Context: an optimization exercise on an open-source flow, tuned for small area, a short achievable clock period and few clock cycles. The choices shown serve that exercise and are no tape-out recipe.
The RTL was checked by simulation tests, not by an equivalence proof against the original design.

==> module RoundFix, before the edit <==
module RoundFix(
  input         io_invalidExc,
                io_infiniteExc,
                io_in_isNaN,
                io_in_isInf,
                io_in_isZero,
                io_in_sign,
  input  [12:0] io_in_sExp,
  input  [53:0] kept,        
  input         keptTop,     
  input         roundPos,
  input         extra,
  input         passThru,    
  input         anyIn,
  input  [2:0]  io_roundingMode,
  output [54:0] roundedSig,
  output        anyRound,    
  output [64:0] io_out,
  output [4:0]  io_exceptionFlags
);
  wire        roundingMode_near_even = io_roundingMode == 3'h0;
  wire        roundingMode_odd = io_roundingMode == 3'h6;
  wire        roundMagUp = io_roundingMode == 3'h2 & io_in_sign | io_roundingMode == 3'h3 & ~io_in_sign;
  wire        _overflow_roundMagUp_T = roundingMode_near_even | io_roundingMode == 3'h4;
  assign      anyRound = roundPos | extra;
  wire        doInc = _overflow_roundMagUp_T & roundPos | roundMagUp & anyRound;
  wire [54:0] incSig = {1'h0, kept} + 55'h1 & ~{54'h0, roundingMode_near_even & roundPos & ~extra};
  wire [54:0] truncSig = {keptTop, kept} | {54'h0, roundingMode_odd & anyRound};
  assign      roundedSig = doInc ? incSig : truncSig;
  wire        anyR = passThru ? anyIn : anyRound;
  wire [5:0]  shift;
  wire        tiny;
  RoundTinyShift ts (.sExp(io_in_sExp), .shift(shift), .tiny(tiny));
  wire [13:0] e0 = {io_in_sExp[12], io_in_sExp};
  wire [13:0] e1 = e0 + 14'h1;
  wire [13:0] e2 = e0 + 14'h2;
  wire        tu0 = $signed(e0) < 14'sh3CE;
  wire        tu1 = $signed(e1) < 14'sh3CE;
  wire        tu2 = $signed(e2) < 14'sh3CE;
  wire        ov0 = $signed(e0[13:10]) > 4'sh2;
  wire        ov1 = $signed(e1[13:10]) > 4'sh2;
  wire        ov2 = $signed(e2[13:10]) > 4'sh2;
  wire        sel1 = ~roundedSig[54] & roundedSig[53];
  wire        sel2 = roundedSig[54];
  wire [13:0] sRoundedExp = sel2 ? e2 : sel1 ? e1 : e0;
  wire        common_totalUnderflow = sel2 ? tu2 : sel1 ? tu1 : tu0;
  wire        expOverflow = sel2 ? ov2 : sel1 ? ov1 : ov0;
  wire        isNaNOut = io_invalidExc | io_in_isNaN;
  wire        notNaN_isSpecialInfOut = io_infiniteExc | io_in_isInf;
  wire        commonCase = ~isNaNOut & ~notNaN_isSpecialInfOut & ~io_in_isZero;
  wire        overflow = commonCase & expOverflow;
  wire        overflow_roundMagUp = _overflow_roundMagUp_T | roundMagUp;
  wire        pegMinNonzeroMagOut = commonCase & common_totalUnderflow & (roundMagUp | roundingMode_odd);
  wire        pegMaxFiniteMagOut = overflow & ~overflow_roundMagUp;
  wire        notNaN_isInfOut = notNaN_isSpecialInfOut | overflow & overflow_roundMagUp;
  assign io_out = {~isNaNOut & io_in_sign, sRoundedExp[11:0] & ~(io_in_isZero | common_totalUnderflow ? 12'hE00 : 12'h0) & ~(pegMinNonzeroMagOut ? 12'hC31 : 12'h0) & {1'h1, ~pegMaxFiniteMagOut, 10'h3FF} & {2'h3, ~notNaN_isInfOut, 9'h1FF} | (pegMinNonzeroMagOut ? 12'h3CE : 12'h0) | (pegMaxFiniteMagOut ? 12'hBFF : 12'h0) | (notNaN_isInfOut ? 12'hC00 : 12'h0) | (isNaNOut ? 12'hE00 : 12'h0), (isNaNOut | io_in_isZero | common_totalUnderflow ? {isNaNOut, 51'h0} : roundedSig[51:0]) | {52{pegMaxFiniteMagOut}}};
  assign io_exceptionFlags = {io_invalidExc, io_infiniteExc, overflow, commonCase & (common_totalUnderflow | anyR & io_in_sExp[12:11] != 2'h1 & tiny), overflow | commonCase & (common_totalUnderflow | anyR)};
endmodule
==> flow/config.mk <==
export PLATFORM = sky130hd
export DESIGN_NAME = DivSqrtRecF64
export DESIGN_NICKNAME = DivSqrtRecF64
export VERILOG_FILES = /design/flow/design.v
export SDC_FILE = /design/flow/constraint.sdc
export NUM_CORES = 8
export LEC_CHECK = 0
export ABC_AREA = 1
export CAP_MARGIN = 20
export CORE_MARGIN = 2
export CORE_UTILIZATION = 50
export SETUP_SLACK_MARGIN = 0.3
export SLEW_MARGIN = 20
==> flow/constraint.sdc <==
create_clock -name core_clock -period 11.0 [get_ports {clock}]
set_input_delay 2.2000 -clock core_clock [delete_from_list [all_inputs] [get_ports {clock}]]
set_output_delay 2.2000 -clock core_clock [all_outputs]
set_load 0.01 [all_outputs]
standard.sh (not shown) runs the stock make flow with config.mk's settings and CLKGATE_MAP_FILE= SYNTH_SCRIPT=/design/flow/synth_recipe.tcl, a recipe that flattens the netlist after the stock synthesis.
==> flow/flow/run.sh <==
#!/bin/bash
# The standard layout (standard.sh), with two changes to how it is made:
#  - adders are left to ABC as plain gates instead of being mapped to the
#    library's full/half adder cells (ADDER_MAP_FILE empty);
#  - the timing repair steps aim for extra setup slack (SETUP_SLACK_MARGIN).
# The clock, the constraints and the rest of the flow are the design's.
# make's output goes to layout.log; ORFS keeps each step's log under orfs/logs.
set -euo pipefail
bash standard.sh ADDER_MAP_FILE= SETUP_SLACK_MARGIN=7.7 finish > layout.log 2>&1
The first run completed with no timing, DRC or antenna violations.
Testbench counts at the start, summed over its fixed seeds: cycles 717,792.
==> next run, changes <==
--- a/flow/design.v
+++ b/flow/design.v
@@ -38,26 +38,15 @@
   wire [54:0] truncSig = {keptTop, kept} | {54'h0, roundingMode_odd & anyRound};
   assign      roundedSig = doInc ? incSig : truncSig;
   wire        anyR = passThru ? anyIn : anyRound;
   wire [5:0]  shift;
   wire        tiny;
   RoundTinyShift ts (.sExp(io_in_sExp), .shift(shift), .tiny(tiny));
-  wire [13:0] e0 = {io_in_sExp[12], io_in_sExp};
-  wire [13:0] e1 = e0 + 14'h1;
-  wire [13:0] e2 = e0 + 14'h2;
-  wire        tu0 = $signed(e0) < 14'sh3CE;
-  wire        tu1 = $signed(e1) < 14'sh3CE;
-  wire        tu2 = $signed(e2) < 14'sh3CE;
-  wire        ov0 = $signed(e0[13:10]) > 4'sh2;
-  wire        ov1 = $signed(e1[13:10]) > 4'sh2;
-  wire        ov2 = $signed(e2[13:10]) > 4'sh2;
-  wire        sel1 = ~roundedSig[54] & roundedSig[53];
-  wire        sel2 = roundedSig[54];
-  wire [13:0] sRoundedExp = sel2 ? e2 : sel1 ? e1 : e0;
-  wire        common_totalUnderflow = sel2 ? tu2 : sel1 ? tu1 : tu0;
-  wire        expOverflow = sel2 ? ov2 : sel1 ? ov1 : ov0;
+  wire [13:0] sRoundedExp = {io_in_sExp[12], io_in_sExp} + {12'h0, roundedSig[54:53]};
+  wire        common_totalUnderflow = $signed(sRoundedExp) < 14'sh3CE;
+  wire        expOverflow = $signed(sRoundedExp[13:10]) > 4'sh2;
   wire        isNaNOut = io_invalidExc | io_in_isNaN;
   wire        notNaN_isSpecialInfOut = io_infiniteExc | io_in_isInf;
   wire        commonCase = ~isNaNOut & ~notNaN_isSpecialInfOut & ~io_in_isZero;
   wire        overflow = commonCase & expOverflow;
   wire        overflow_roundMagUp = _overflow_roundMagUp_T | roundMagUp;
   wire        pegMinNonzeroMagOut = commonCase & common_totalUnderflow & (roundMagUp | roundingMode_odd);
Effect: The new run produced a clean layout. First-iteration DRC count barely changes. Worst setup slack improved by 0.11 ns. Count of clock-buffer cells in the layout falls by 2. Final area hardly moves. Core utilization rises by 2.1 points.
Testbench counts after the change, summed over its fixed seeds: cycles 717,792.

separate check: timing with driven ports:
The results above use ideal ports. As a check the final layouts listed here were re-extracted and re-timed, cells and wires unchanged. Step 1 (the two cells are an assumption about what drives the block):
set clk [get_ports {clock}]
set_driving_cell -lib_cell sky130_fd_sc_hd__clkbuf_16 $clk
set_driving_cell -lib_cell sky130_fd_sc_hd__buf_2 [delete_from_list [all_inputs] $clk]
Step 2 moves the port delays by t, midway between the first and last clock arrival at a register: inputs arrive t later, outputs are due t later. That takes back most of the time a late clock gives input paths. Three values: no drivers, after step 1, after step 2; two values: the first two.
run	t (ns)	slack for setup (ns)	worst hold slack (ns)	worst register clock-pin slew, ns	worst data-port slew with drivers (ns)
the first run	0.699	7.590 / 7.590 / 7.052	0.464 / 0.464 / 0.464	0.07 / 0.07	0.07
the second run	0.709	7.700 / 7.639 / 7.039	0.464 / 0.464 / 0.464	0.07 / 0.07	0.08
After both steps every run listed still meets setup and hold. For the second run, which loses most, drivers alone change the setup slack by -0.061 ns; drivers and shift together by -0.661 ns.
